This is an optimization exercise on Yosys and OpenROAD, whose aim is small area, not a production implementation. Function was checked by simulation only, so behaviour that the tests miss may differ from the original. The flow treats the clock pin as an ideal source. Dropping or thinning the clock tree relies on that and would not hold on a real chip. No activity file was given, so power comes from the tool's default toggle rates.

==> module slpf, before the edit <==
module slpf (
    input               clk,
    input               rstn,
    input       [8:0]   cnt,
    input               ch,
    input       [11:0]  sdata,
    input               miso,
    output reg  [12:0]  f0,
    output reg  [12:0]  f1,
    output reg          fl0,
    output              last,
    output      [4:0]   ldv,
    output              xsh,
    output              fa
);
localparam [17:0] B = 18'h18358;
localparam [17:0] A = 18'h07ca8;
reg [29:0] R;
reg r0, r1, fl1, k;
function automatic ge9(input [8:0] x, input [8:0] k);
    integer b;
    reg r;
    begin
        r = 1'b1;
        for (b = 0; b < 9; b = b + 1)
            r = k[b] ? (x[b] & r) : (x[b] | r);
        ge9 = r;
    end
endfunction
function automatic in9(input [8:0] x, input [8:0] lo, input [8:0] hi);
    in9 = ge9(x, lo) & ~ge9(x, hi + 9'd1);
endfunction
wire c80  = (cnt == 9'd80);
wire win  = (cnt[8:4] == 5'd4) | c80;                       
assign xsh = ((cnt[8:4] == 5'd4) & cnt[3] & cnt[2]) | c80;   
wire p2   = cnt[8] & (cnt[5] | (cnt[4] & (cnt[3] | (cnt[2] & cnt[1] & cnt[0]))));  
assign last = cnt[8] & cnt[5] & cnt[1];                       
reg xj, fj;
always @* begin
    case (cnt[3:0])
        4'd7:    begin xj = miso;      fj = ch ? f1[0]  : f0[0];  end
        4'd8:    begin xj = sdata[1];  fj = ch ? f1[1]  : f0[1];  end
        4'd9:    begin xj = sdata[2];  fj = ch ? f1[2]  : f0[2];  end
        4'd10:   begin xj = sdata[3];  fj = ch ? f1[3]  : f0[3];  end
        4'd11:   begin xj = sdata[4];  fj = ch ? f1[4]  : f0[4];  end
        4'd12:   begin xj = sdata[5];  fj = ch ? f1[5]  : f0[5];  end
        4'd13:   begin xj = sdata[6];  fj = ch ? f1[6]  : f0[6];  end
        4'd14:   begin xj = sdata[7];  fj = ch ? f1[7]  : f0[7];  end
        4'd15:   begin xj = sdata[8];  fj = ch ? f1[8]  : f0[8];  end
        4'd0:    begin xj = sdata[9];  fj = ch ? f1[9]  : f0[9];  end
        4'd1:    begin xj = sdata[10]; fj = ch ? f1[10] : f0[10]; end
        default: begin xj = sdata[11]; fj = ch ? f1[11] : f0[11]; end
    endcase
end
wire j0  = (cnt[3:0] == 4'd7);
wire j11 = (cnt[3:1] == 3'd1);
wire rsel = ch ? r1 : r0;
wire fsel = ch ? fl1 : fl0;
wire kin  = j0 ? ~rsel : k;
wire hj   = fsel ? j11 : (~fj ^ kin ^ j11);
always @(posedge clk)
    k <= p2 & (last ? (rstn & ch) : (~fj & kin));
assign fa = k & ~p2;
wire lb = xsh ? sdata[11] : ~R[0];
wire mb = win ? (lb & ~fl0) : hj;
wire xb = p2 & xj;
wire e  = c80 | last;
reg [18:0] c;
always @* begin
    case ({e, mb, xb})
        3'b000:  c = 19'h0;
        3'b010:  c = -{1'b0, B};
        3'b001:  c = -{1'b0, A};
        3'b011:  c = 19'h60000;     
        3'b100:  c = 19'h20000;     
        3'b110:  c = {1'b0, A};
        3'b101:  c = {1'b0, B};
        default: c = 19'h0;
    endcase
end
wire [18:0] s;
wire [19:0] cy;
assign cy[0] = 1'b0;
genvar i;
generate for (i = 0; i < 19; i = i + 1) begin : g_add
    wire a = (i < 18) ? R[12 + i] : R[29];
    assign s[i]     = a ^ c[i] ^ cy[i];
    assign cy[i+1]  = (a & c[i]) | (cy[i] & (a ^ c[i]));
end endgenerate
wire [12:0] fnew = s[18:6];
wire        rr   = s[5];
assign      ldv  = {~s[1], ~s[2], ~s[3], ~s[4], s[5]};
always @(posedge clk)
    if (win || p2 || !rstn) R <= (last || !rstn) ? {18'h3ffff, s[0], R[11:1]} : {s, R[11:1]};
always @(posedge clk) begin
    if (last && !ch) begin f0 <= fnew; r0 <= rr; end
    if (last &&  ch) begin f1 <= fnew; r1 <= rr; end
end
always @(posedge clk)
    if (!rstn) begin
        fl0 <= 1'b1;
        fl1 <= 1'b1;
    end else if (last) begin
        if (ch) fl1 <= 1'b0;
        else    fl0 <= 1'b0;
    end
endmodule
==> flow/config.mk <==
export PLATFORM = sky130hd
export DESIGN_NAME = adc_ctrl
export DESIGN_NICKNAME = adc_ctrl
export VERILOG_FILES = /design/flow/design.v
export SDC_FILE = /design/flow/constraint.sdc
export NUM_CORES = 4
export LEC_CHECK = 0
export CAP_MARGIN = 20
export CORE_MARGIN = 2
export CORE_UTILIZATION = 75
export SLEW_MARGIN = 20
==> flow/constraint.sdc <==
create_clock -name core_clock -period 20.0 [get_ports {clk}]
set_input_delay 4.0000 -clock core_clock [delete_from_list [all_inputs] [get_ports {clk}]]
set_output_delay 4.0000 -clock core_clock [all_outputs]
set_load 0.01 [all_outputs]
standard.sh (not shown) runs the stock make flow with config.mk's settings and CLKGATE_MAP_FILE= SYNTH_SCRIPT=/design/flow/synth_recipe.tcl, a recipe that flattens the netlist after the stock synthesis.
==> flow/flow/run.sh <==
#!/bin/bash
# The standard layout (standard.sh) with these changes:
#  - synthesis: ABC maps for area (flow/synth.tcl); no full/half-adder cells
#  - the smallest buffer on the ports
#  - the clock tree built by flow/cts_pre.tcl instead of TritonCTS
set -euo pipefail
cd "$(dirname "$0")/.."
bash standard.sh \
  SYNTH_SCRIPT="$PWD/flow/synth.tcl" \
  ADDER_MAP_FILE= \
  BUFFER_PORTS_ARGS="-buffer_cell sky130_fd_sc_hd__buf_1" \
  PRE_CTS_TCL="$PWD/flow/cts_pre.tcl" \
  finish > flow_make.log 2>&1
Other scripts of this flow, unchanged in this note and not shown: flow/flow/cts_pre.tcl, flow/flow/synth.tcl, flow/flow/tree.tcl
The baseline completed without violations.
Change:
--- a/flow/design.v
+++ b/flow/design.v
@@ -124,14 +124,15 @@
 end
 wire j0  = (cnt[3:0] == 4'd7);
 wire j11 = (cnt[3:1] == 3'd1);
 wire rsel = ch ? r1 : r0;
 wire fsel = ch ? fl1 : fl0;
-wire kin  = j0 ? ~rsel : k;
-wire hj   = fsel ? j11 : (~fj ^ kin ^ j11);
-always @(posedge clk)
-    k <= p2 & (last ? (rstn & ch) : (~fj & kin));
+wire fjz  = fj & ~fsel;
+wire kin  = j0 ? ~(rsel & ~fsel) : k;
+wire hj   = ~fjz ^ kin ^ j11;
+always @(posedge clk)
+    k <= rstn & p2 & (last ? ch : (~fjz & kin));
 assign fa = k & ~p2;
 wire lb = xsh ? sdata[11] : ~R[0];
 wire mb = win ? (lb & ~fl0) : hj;
 wire xb = p2 & xj;
 wire e  = c80 | last;
=> The changed run ran to the end with no violations; die area fell by 0.64%; via count stays flat; global-route usage fell by 0.99 points; fmax rose by 15%; worst setup slack improved by 1.1 ns; sequential power rose by about 3%; sequential share of layout area rose by 0.38 points; total power rose by 3.6%; synthesized cell count fell by 2.8%; core utilization fell by 0.53 points; sequential cell count does not change; combinational power rose by 7.1%; hold slack improved by 0.0073 ns.
In every run of this note, the design's own scripts or RTL, not TritonCTS, make the clock network.

afterwards: timing with drivers on the ports:
The flow's constraints put no driver on any port. The routed layouts listed below were extracted and timed again, unchanged, in two steps.
Step 1: set_driving_cell puts a clkbuf_16 on clk and a buf_2 on each other input, an assumption about the parent block.
Step 2 adds t to the input delays and takes it off the output delays; t is the mean of the earliest and latest rising clock arrival at the registers after step 1. Input paths then give back, and output paths get back, about the clock's delay inside the block.
a / b / c = no drivers / after step 1 / after step 2; a / b = the first two.
run | t (ns) | slack for setup (ns) | worst setup path at the end
the first run | 0.440 | 11.328 / 11.336 / 10.896 | input to register
the second run | 0.456 | 12.454 / 12.446 / 11.990 | input to register
After both steps every run listed still meets setup and hold. For the second run, which loses most, drivers alone change the setup slack by -0.008 ns; drivers and shift together by -0.464 ns.
